What follows belongs to an exercise in optimizing a design on an open flow for small area, a short achievable clock period and few clock cycles; a production flow would make more cautious choices.
The RTL was checked by simulation tests, not by an equivalence proof against the original design.
Power is estimated from default activity; no workload was simulated.

lane 1:
==> flow/design.v (excerpt) <==
module soma
(
    input clock, reset, start, op,
    input [31:0] data_a, data_b,
    output [31:0] data_o,
    output busy, ready
);
    wire [24:0] v_d;
    wire rnd_d, sgn_d;
    wire [7:0] e_d;
    soma_add add (.op(op), .a(data_a), .b(data_b),
                  .v(v_d), .rnd(rnd_d), .e(e_d), .sgn(sgn_d));
    reg [24:0] v_q;
    reg rnd_q, sgn_q;
    reg [7:0] e_q;
    always @(posedge clock or posedge reset) begin
        if (reset) begin
            v_q <= 25'd0;
            rnd_q <= 1'b0;
            e_q <= 8'd0;
            sgn_q <= 1'b0;
        end else if (start) begin
            v_q <= v_d;
            rnd_q <= rnd_d;
            e_q <= e_d;
            sgn_q <= sgn_d;
        end
    end
    soma_norm norm (.v(v_q), .rnd(rnd_q), .e(e_q), .sgn(sgn_q), .o(data_o));
    assign ready = 1'b1;
    assign busy = 1'b0;
endmodule
Size in the first run: about 2,100 cells after synthesis, ~35 flip-flops, about 10,000 um^2 of cells after synthesis.
==> flow/config.mk <==
export PLATFORM = sky130hd
export DESIGN_NAME = soma
export DESIGN_NICKNAME = soma
export VERILOG_FILES = /design/flow/design.v
export SDC_FILE = /design/flow/constraint.sdc
export NUM_CORES = 4
export LEC_CHECK = 0
export ABC_AREA = 1
export CAP_MARGIN = 20
export CORE_MARGIN = 2
export CORE_UTILIZATION = 40
export SETUP_SLACK_MARGIN = 1.4
export SLEW_MARGIN = 20
==> flow/constraint.sdc <==
create_clock -name core_clock -period 8.0 [get_ports {clock}]
set_input_delay 1.6000 -clock core_clock [delete_from_list [all_inputs] [get_ports {clock}]]
set_output_delay 1.6000 -clock core_clock [all_outputs]
set_load 0.01 [all_outputs]
standard.sh (not shown) runs the stock make flow with config.mk's settings and CLKGATE_MAP_FILE= SYNTH_SCRIPT=/design/flow/synth_recipe.tcl, a recipe that flattens the netlist after the stock synthesis.
==> flow/flow/run.sh <==
#!/bin/bash
set -euo pipefail
bash standard.sh ADDER_MAP_FILE= "BUFFER_PORTS_ARGS=-buffer_cell sky130_fd_sc_hd__buf_2" finish > make.log 2>&1
Both conditions hold for lane 1: the flow ran to the end and the final layout passed the timing, DRC and antenna checks.
Testbench counts of lane 1, summed over its fixed seeds: cycles 3,208.
The following lists how lane 2 was set up differently from lane 1:
--- a/flow/config.mk
+++ b/flow/config.mk
@@ -10,4 +10,4 @@
 export CORE_MARGIN = 2
-export CORE_UTILIZATION = 40
-export SETUP_SLACK_MARGIN = 1.4
+export CORE_UTILIZATION = 55
+export SETUP_SLACK_MARGIN = 1.2
 export SLEW_MARGIN = 20
[summary]
- Via count of the first global-routing pass, lane 1 and lane 2: smaller value in lane 2
- Measured against each other, lane 1 and lane 2 differ in combined area of the multi-input logic cells, the higher figure coming from lane 1.
- [lane 2] total power fell 2.4% relative to lane 1
- In the final design statistics, lane 2 uses fewer standard cells in total than lane 1.
- On multi-input logic portion of the cell area: between lane 1 and lane 2, it ends up higher for lane 2.
diff inputs: lane 2 => lane 3
--- a/flow/config.mk
+++ b/flow/config.mk
@@ -10,4 +10,4 @@
 export CORE_MARGIN = 2
-export CORE_UTILIZATION = 55
-export SETUP_SLACK_MARGIN = 1.2
+export CORE_UTILIZATION = 40
+export SETUP_SLACK_MARGIN = 2.0
 export SLEW_MARGIN = 20
Summary — cell area, lane 3 relative to lane 2: higher, by about 23%. From lane 2 to lane 3 the numbers moved as follows: clock power stayed essentially flat, instance area at placement rose by 1.2%, total design power rose by 16%, count of buffering cells on the critical path with inverters included rose by 5. In lane 3 the combinational group share of total power turned out 1.8 points higher than in lane 2. In the reports for lane 2 and lane 3, the larger final critical delay including setup and external delays belongs to lane 2. Vias after detailed routing (lane 3 vs. lane 2) increases by a few percent. Compared with lane 2, in lane 3 post-layout instance count excluding filler cells now sits higher; x dimension of the die now sits higher; sequential share of layout area now sits lower.
Relative to lane 3, the following input files were edited for lane 4:
--- a/flow/config.mk
+++ b/flow/config.mk
@@ -8,6 +8,6 @@
 export ABC_AREA = 1
-export CAP_MARGIN = 20
+export CAP_MARGIN = 0
 export CORE_MARGIN = 2
-export CORE_UTILIZATION = 40
-export SETUP_SLACK_MARGIN = 2.0
-export SLEW_MARGIN = 20
+export CORE_UTILIZATION = 65
+export SETUP_SLACK_MARGIN = 1.4
+export SLEW_MARGIN = 0
==> comparison <==
Changes observed in lane 4 relative to lane 3: first-pass GRT wire length decreased by about 11% relative to the old numbers, total of plain and repair buffers excluding clock buffers lost 110.
Lane 4 against lane 3; reported net switching power is down by a little under 10%.
In lane 4 the final-layout non-clock buffer area share turned out 7.6 points lower than in lane 3.
Summary of lane 4 over lane 3: sequential share of layout area climbed 1.3 points; routed wire length saw a decrease; count of clock buffers in the final design -1; data arrival at the endpoint of the critical path climbed 0.19 ns.
Per the comparison of lane 4 with lane 3, least setup slack across all paths after layout has decreased; total power dropped 11%.
In the reports for lane 3 and lane 4, the smaller register-to-register slack belongs to lane 3.
## Diff of input files: lane 5 against lane 4
--- a/flow/config.mk
+++ b/flow/config.mk
@@ -8,6 +8,6 @@
 export ABC_AREA = 1
-export CAP_MARGIN = 0
+export CAP_MARGIN = 20
 export CORE_MARGIN = 2
-export CORE_UTILIZATION = 65
+export CORE_UTILIZATION = 55
 export SETUP_SLACK_MARGIN = 1.4
-export SLEW_MARGIN = 0
+export SLEW_MARGIN = 20
Notes after the runs:
Cmp lane 4 and lane 5 / minimum setup slack in the final design / lower: lane 5
Comparing lane 4 with lane 5, the maximum cell stage delay along the critical path came out essentially unchanged.
Lane 5 vs lane 4 — final area dropped slightly
There was hardly any difference in net count of the finished layout between lane 5 and lane 4.
Compared with lane 4, in lane 5 area taken by multi-input logic gates now smaller, fraction of standard cell area that is sequential comparable, vertical extent of the die now larger.
Lane 5 ends up with a first-pass GRT wire length that is 2.5% higher than in lane 4.
NOTE number of cells on the critical path lane 4->lane 5 increased by more than half

-- re-timing with driven ports --
No port has a modelled driver above. Below, the same layouts with a new extraction and two added sets of constraints. Step 1, drivers: a clkbuf_16 drives clock and a buf_2 each remaining input, both assumed. Step 2 moves the port delays by t, midway between the first and last clock arrival at a register: inputs arrive t later, outputs are due t later. That takes back most of the time a late clock gives input paths. Three values: ideal ports, drivers, drivers and shift; two values: the first two.
| run | t, ns | setup slack, ns | latest minus earliest clock arrival (ns) | pins driven straight from the clock port |
|---|---|---|---|---|
| lane 1 | 0.323 | 1.795 / 1.753 / 1.620 | 0.008 / 0.008 | 1 |
| lane 2 | 0.317 | 1.614 / 1.612 / 1.312 | 0.006 / 0.005 | 1 |
| lane 3 | 0.321 | 2.028 / 1.989 / 1.784 | 0.010 / 0.010 | 1 |
| lane 4 | 0.324 | 1.838 / 1.799 / 1.551 | 0.004 / 0.004 | 1 |
| lane 5 | 0.314 | 1.834 / 1.795 / 1.595 | 0.004 / 0.004 | 1 |
After both steps setup and hold are still met in every run listed. For lane 2, which loses most, drivers alone change the setup slack by -0.002 ns; drivers and shift together by -0.302 ns.
